Source: an optimization exercise on an open RTL-to-GDS flow (aim: small area, a short achievable clock period and few clock cycles). Production flows keep margins and buffers that such runs may drop. The RTL was checked by simulation tests, not by an equivalence proof against the original design. Power is estimated from default activity; no workload was simulated.

== build 41 ==
==> flow/design.v <==
module ECE564MyDesign
	    (
            input  wire               xxx__dut__run            ,
            output reg                dut__xxx__busy           ,
            input  wire               clk                      ,
            input  wire               reset_b                  ,
            output reg  [11:0]        dut__sram__write_address  ,
            output reg  [15:0]        dut__sram__write_data     ,
            output reg                dut__sram__write_enable   ,
            output wire [11:0]        dut__sram__read_address   ,
            input  wire [15:0]        sram__dut__read_data      ,
            output wire [11:0]        dut__gmem__read_address   ,
            input  wire [15:0]        gmem__dut__read_data      ,
            output wire [11:0]        dut__tanhmem__read_address     ,
            input  wire [15:0]        tanhmem__dut__read_data
            );
function [71:0] csa;
	input [35:0] x, y, z;
	begin
		csa = {(x & y) | (x & z) | (y & z), x ^ y ^ z};
	end
endfunction
function [23:0] brec;
	input [15:0] y;
	integer k;
	reg [2:0] d;
	begin
		for (k = 0; k < 8; k = k + 1) begin
			d = (k == 0) ? {y[1:0], 1'b0} : y[2*k-1 +: 3];
			brec[k]      = d[1] ^ d[0];
			brec[8 + k]  = (d == 3'b011) | (d == 3'b100);
			brec[16 + k] = d[2] & ~(d[1] & d[0]);
		end
	end
endfunction
function [71:0] booth8;
	input [15:0] x;
	input [23:0] yr;
	integer k;
	reg [7:0]  ng;
	reg [16:0] mag, pk;
	reg [35:0] r0, r1, r2, r3, r4, r5, r6, r7, r8, rk;
	reg [71:0] a1, a2, a3, b1, b2, c1, e1;
	begin
		ng = yr[23:16];
		for (k = 0; k < 8; k = k + 1) begin
			mag = ({x[15], x} & {17{yr[k]}}) | ({x, 1'b0} & {17{yr[8 + k]}});
			pk = mag ^ {17{ng[k]}};
			rk = {19'd0, ~pk[16], pk[15:0]} << (2*k);
			if (k > 0)
				rk = rk | ({35'd0, ng[k-1]} << (2*k-2));
			case (k)
				0: r0 = rk;  1: r1 = rk;  2: r2 = rk;  3: r3 = rk;
				4: r4 = rk;  5: r5 = rk;  6: r6 = rk;  default: r7 = rk;
			endcase
		end
		r8 = 36'hFAAAB0000 | {21'd0, ng[7], 14'd0};
		a1 = csa(r0, r1, r2);
		a2 = csa(r3, r4, r5);
		a3 = csa(r6, r7, r8);
		b1 = csa(a1[35:0], {a1[70:36], 1'b0}, a2[35:0]);
		b2 = csa({a2[70:36], 1'b0}, a3[35:0], {a3[70:36], 1'b0});
		c1 = csa(b1[35:0], {b1[70:36], 1'b0}, b2[35:0]);
		e1 = csa(c1[35:0], {c1[70:36], 1'b0}, {b2[70:36], 1'b0});
		booth8 = {e1[70:36], 1'b0, e1[35:0]};
	end
endfunction
reg  [12:0] n;
wire [3:0]  p = n[3:0];
wire [8:0]  q = n[12:4];
always @(posedge clk)
	if (!reset_b)
		n <= 13'd0;
	else
		n <= (n + 13'd1) & {13{xxx__dut__run | dut__xxx__busy}};
assign dut__sram__read_address = {3'b000, n[11:8], n[3:0], 1'b0};
assign dut__gmem__read_address = {3'b000, n[7:4],  n[3:0], 1'b0};
reg ph_first, ph_cap, ph_tl, ph_tu, ph_ld;
always @(posedge clk) begin
	ph_first <= (p == 4'd2);                
	ph_cap   <= (p == 4'd2) & dut__xxx__busy;    
	ph_tl    <= (p == 4'd4);
	ph_tu    <= (p == 4'd5);
	ph_ld    <= (p == 4'd6);
end
reg [15:0] xr;
reg [23:0] gr;                           
always @(posedge clk) begin
	xr <= sram__dut__read_data;
	gr <= brec(gmem__dut__read_data);
end
reg  [35:0] ms, mc;
reg  [35:0] acc;
always @(posedge clk) begin
	{mc, ms} <= booth8(xr, gr);
	acc <= (ph_first ? 36'd0 : acc) + ms + mc;
end
wire        s   = acc[35];
wire [35:0] Ap  = acc ^ {36{s}};
wire        sat = (|Ap[35:32]) | (s & (&Ap[31:0]));
reg         neg, sat_r;
reg  [23:0] F;
reg  [8:0]  taddr;
reg  [15:0] tL;
assign dut__tanhmem__read_address = {2'b00, taddr, 1'b0};
always @(posedge clk) begin
	if (ph_cap) begin
		neg   <= acc[35];
		F     <= Ap[23:0];
	end
	sat_r <= sat;                                        
	taddr <= ph_cap ? (sat ? 9'd255 : {1'b0, Ap[31:24]})   
	                : taddr + {8'd0, ~sat_r};            
	if (ph_tl)
		tL <= tanhmem__dut__read_data;
end
reg  [18:0] Dsh;
reg  [24:0] H;
reg  [2:0]  bd;
wire [24:0] mg0 = bd[1] ? {F, 1'b0} : bd[0] ? {1'b0, F} : 25'd0;
wire [27:0] T   = {{2{H[24]}}, H, bd[2]} + {({2'd0, mg0} ^ {27{bd[2]}}), bd[2]};
wire [17:0] D1  = {2'b00, Dsh[16:1]} + {2'b11, ~tL};           
wire [2:0]  dn  = ph_ld ? {D1[1:0], 1'b1} : Dsh[4:2];        
always @(posedge clk) begin
	if (ph_tu)
		Dsh <= {2'b00, tanhmem__dut__read_data, 1'b0};       
	else if (ph_ld)
		Dsh <= {D1, 1'b1};
	else
		Dsh <= {{2{Dsh[18]}}, Dsh[18:2]};
	if (ph_ld)
		H   <= {{7{D1[17]}}, D1} & {25{neg}};
	else
		H   <= T[27:3];
	bd <= {dn[2] & ~(dn[1] & dn[0]), (dn == 3'b011) | (dn == 3'b100), dn[1] ^ dn[0]};
end
wire [15:0] R = (tL + H[21:6]) ^ {16{neg}};
always @(posedge clk) begin
	if (!reset_b) begin
		dut__xxx__busy          <= 1'b0;
		dut__sram__write_enable <= 1'b0;
	end else begin
		if (xxx__dut__run)
			dut__xxx__busy <= 1'b1;
		else if (q == 9'd257 && p == 4'd2)
			dut__xxx__busy <= 1'b0;
		dut__sram__write_enable <= dut__xxx__busy && p == 4'd1 && q >= 9'd2 && q <= 9'd257;
	end
	dut__sram__write_data    <= R;
	dut__sram__write_address <= {3'b001, q[7:0] - 8'd2, 1'b0};
end
endmodule
clock: 11.0 ns
lec_check: 0
abc_clock_period_in_ps: 3500
cap_margin: 5
core_margin: 2
core_utilization: 70
cts_buf_list: sky130_fd_sc_hd__clkbuf_8 sky130_fd_sc_hd__clkbuf_16
cts_cluster_diameter: 120
cts_cluster_size: 24
slew_margin: 5
standard.sh (not shown) runs the stock make flow with config.mk's settings and CLKGATE_MAP_FILE= SYNTH_SCRIPT=/design/flow/synth_recipe.tcl, a recipe that flattens the netlist after the stock synthesis.
==> flow/flow/run.sh <==
#!/bin/bash
# Standard layout (the standard.sh, the design's constraint.sdc), with
#  - the port buffers made with the smallest plain buffer.
set -euo pipefail
bash standard.sh SETUP_SLACK_MARGIN=7.7 \
  "BUFFER_PORTS_ARGS=-buffer_cell sky130_fd_sc_hd__buf_1" \
  finish > flow_standard.log 2>&1
Having completed the whole flow, build 41 delivered a layout that passed the timing, DRC and antenna checks.
Testbench counts of build 41, summed over its fixed seeds: cycles 98,784.
#### Input delta (build 93 over build 41)
- changing CORE_UTILIZATION from 70 to 50
- changing SLEW_MARGIN from 5 to 20
- changing CAP_MARGIN from 5 to 20
Findings:
- Going from build 41 to build 93, maximum achievable frequency essentially unchanged, biggest cell delay along the critical path ~0 delta, die area increased about 40%.
The following lists how build 72 was set up differently from build 93:
- CORE_UTILIZATION changed from 50 to 60
--- a/flow/flow/run.sh
+++ b/flow/flow/run.sh
@@ -3,5 +3,5 @@
 #  - the port buffers made with the smallest plain buffer.
 set -euo pipefail
-bash standard.sh SETUP_SLACK_MARGIN=7.7 \
+bash standard.sh SETUP_SLACK_MARGIN=7.2 \
   "BUFFER_PORTS_ARGS=-buffer_cell sky130_fd_sc_hd__buf_1" \
   finish > flow_standard.log 2>&1
--- outcome ---
- Build 72: no failed stages, no open violations at the end
- Aggregate routed wire length ended up about 1% lower on build 72 than on build 93.
- Sort build 72 and build 93 by final HPWL from detailed placement desc -> top: build 72
- When build 72 is set beside build 93, its delay of the slowest cell on the worst path turns out to be 610 ps larger.
- Between build 72 and build 93, routability congestion estimate from global placement is higher for build 72, build 93 comes in under that.
diff inputs: build 72 => build 62
--- a/flow/flow/run.sh
+++ b/flow/flow/run.sh
@@ -3,5 +3,5 @@
 #  - the port buffers made with the smallest plain buffer.
 set -euo pipefail
-bash standard.sh SETUP_SLACK_MARGIN=7.2 \
+bash standard.sh SETUP_SLACK_MARGIN=8.3 \
   "BUFFER_PORTS_ARGS=-buffer_cell sky130_fd_sc_hd__buf_1" \
   finish > flow_standard.log 2>&1
Worst setup timing slack at the placement stage: build 62 better than build 72. On build 62: maximum frequency is 0.033 GHz higher than what build 72 gave. Comparing build 62 and build 72, the higher share of power burned in combinational logic was measured on build 62. Going from build 72 to build 62, fraction of area in non-clock buffers higher; global-route wire length before repair now larger. Signed area change from the synthesized netlist to the final layout: build 62 higher than build 72. Build 72 vs build 62, worst-path cell with the longest stage delay: dfxtp_1 vs a2111oi_4. Relative to build 72, static power due to leakage has increased by about 23% in build 62. When the final numbers for build 62 and build 72 were put side by side, the clock share of power turned out to be greater in build 72.

========
RTL: the design.v shown in full above, as it stands there.
clock: 11.0 ns
lec_check: 0
abc_clock_period_in_ps: 3500
cap_margin: 20
core_margin: 2
core_utilization: 60
cts_buf_list: sky130_fd_sc_hd__clkbuf_8 sky130_fd_sc_hd__clkbuf_16
cts_cluster_diameter: 120
cts_cluster_size: 24
slew_margin: 20
==> flow/flow/run.sh <==
#!/bin/bash
# Standard layout (the standard.sh, the design's constraint.sdc), with
#  - the port buffers made with the smallest plain buffer.
set -euo pipefail
bash standard.sh SETUP_SLACK_MARGIN=7.6 \
  "BUFFER_PORTS_ARGS=-buffer_cell sky130_fd_sc_hd__buf_1" \
  finish > flow_standard.log 2>&1
Testbench counts at the start, summed over its fixed seeds: cycles 98,784.
Rerun with:
--- a/flow/flow/run.sh
+++ b/flow/flow/run.sh
@@ -4,3 +4,3 @@
 set -euo pipefail
-bash standard.sh SETUP_SLACK_MARGIN=7.6 \
+bash standard.sh SETUP_SLACK_MARGIN=8.0 \
   "BUFFER_PORTS_ARGS=-buffer_cell sky130_fd_sc_hd__buf_1" \
What happened: The changed run completed with no timing, DRC or antenna violations; first-iteration DRC count is higher by a little under a tenth; global-route usage is higher by 2.4 points; synthesized area does not change; non-clock buffer count is higher by 168; worst setup slack improves by 0.17 ns; final cell count is higher by a few percent.
Rerun with:
--- a/flow/flow/run.sh
+++ b/flow/flow/run.sh
@@ -4,3 +4,3 @@
 set -euo pipefail
-bash standard.sh SETUP_SLACK_MARGIN=8.0 \
+bash standard.sh SETUP_SLACK_MARGIN=7.7 \
   "BUFFER_PORTS_ARGS=-buffer_cell sky130_fd_sc_hd__buf_1" \
- CORE_UTILIZATION: 60 -> 70
What happened:
- The new run produced a clean layout
- power went down by 12%
- first-iteration DRC count went up by 1.8%
- design area went down by 12%
Rerun with:
--- a/flow/flow/run.sh
+++ b/flow/flow/run.sh
@@ -4,3 +4,3 @@
 set -euo pipefail
-bash standard.sh SETUP_SLACK_MARGIN=7.7 \
+bash standard.sh SETUP_SLACK_MARGIN=7.85 \
   "BUFFER_PORTS_ARGS=-buffer_cell sky130_fd_sc_hd__buf_1" \
- CORE_UTILIZATION: 70 -> 60
After rerunning: The new run produced a clean layout; design area goes up by about 6%; sequential share of layout area goes down by 1.3 points; hold slack improved by 0.12 ns; via count goes up by 1.1%; core utilization goes down by 6.8 points; routed wire length goes up by about 5%; total power goes up by about 7.5%.
Rerun with:
--- a/flow/flow/run.sh
+++ b/flow/flow/run.sh
@@ -4,3 +4,3 @@
 set -euo pipefail
-bash standard.sh SETUP_SLACK_MARGIN=7.85 \
+bash standard.sh SETUP_SLACK_MARGIN=7.4 \
   "BUFFER_PORTS_ARGS=-buffer_cell sky130_fd_sc_hd__buf_1" \
After rerunning:
- setup slack is worse by 0.32 ns
- critical path depth came out higher by 7
- final area drops by 7.1%
- routed wire length falls by 3.4%
- total power came out lower by about 10%
- sequential power stays flat
- final cell count goes down by about 2.6%
- clock power hardly moves
- first-iteration DRC count came out lower by 18%
- non-clock buffer count drops by 65
- synthesized area is unchanged
Rerun with:
--- a/flow/flow/run.sh
+++ b/flow/flow/run.sh
@@ -4,3 +4,3 @@
 set -euo pipefail
-bash standard.sh SETUP_SLACK_MARGIN=7.4 \
+bash standard.sh SETUP_SLACK_MARGIN=7.7 \
   "BUFFER_PORTS_ARGS=-buffer_cell sky130_fd_sc_hd__buf_1" \
Effect:
- core utilization goes up by 1.1 points
- sequential cell count stays the same
- die area is unchanged
- setup slack improved by 0.25 ns
- power rose by a few percent
- clock power is lower by a few percent
- non-clock buffer count climbs by 10
- design area climbs slightly

## static timing again, ports no longer ideal
The results above use ideal ports. As a check the final layouts listed here were re-extracted and re-timed, cells and wires unchanged.
Step 1: set_driving_cell puts a clkbuf_16 on clk and a buf_2 on each other input, an assumption about the parent block.
Step 2 moves the port delays by t, midway between the first and last clock arrival at a register: inputs arrive t later, outputs are due t later. That takes back most of the time a late clock gives input paths.
Three values: ideal ports, drivers, drivers and shift; two values: the first two.
| run | t, ns | slack for setup (ns) | latest minus earliest clock arrival (ns) | worst slew at a driven data input, ns |
|---|---|---|---|---|
| build 41 | 0.547 | 7.737 / 7.683 / 7.780 | 0.025 / 0.026 | 0.05 |
| build 93 | 0.571 | 7.740 / 7.685 / 7.794 | 0.017 / 0.017 | 0.05 |
| build 72 | 0.556 | 7.408 / 7.408 / 7.408 | 0.020 / 0.020 | 0.04 |
| build 62 | 0.564 | 7.789 / 7.743 / 7.789 | 0.028 / 0.029 | 0.05 |
| the first run of note 2 | 0.561 | 7.650 / 7.595 / 7.752 | 0.016 / 0.015 | 0.05 |
| the second run of note 2 | 0.545 | 7.818 / 7.767 / 7.847 | 0.018 / 0.018 | 0.05 |
| the third run of note 2 | 0.546 | 7.737 / 7.683 / 7.779 | 0.025 / 0.025 | 0.05 |
| the fourth run of note 2 | 0.554 | 7.803 / 7.751 / 7.809 | 0.020 / 0.020 | 0.05 |
| the fifth run of note 2 | 0.558 | 7.482 / 7.482 / 7.482 | 0.019 / 0.019 | 0.04 |
| the sixth run of note 2 | 0.554 | 7.732 / 7.690 / 7.732 | 0.015 / 0.015 | 0.04 |
After both steps setup and hold are still met in every run listed.
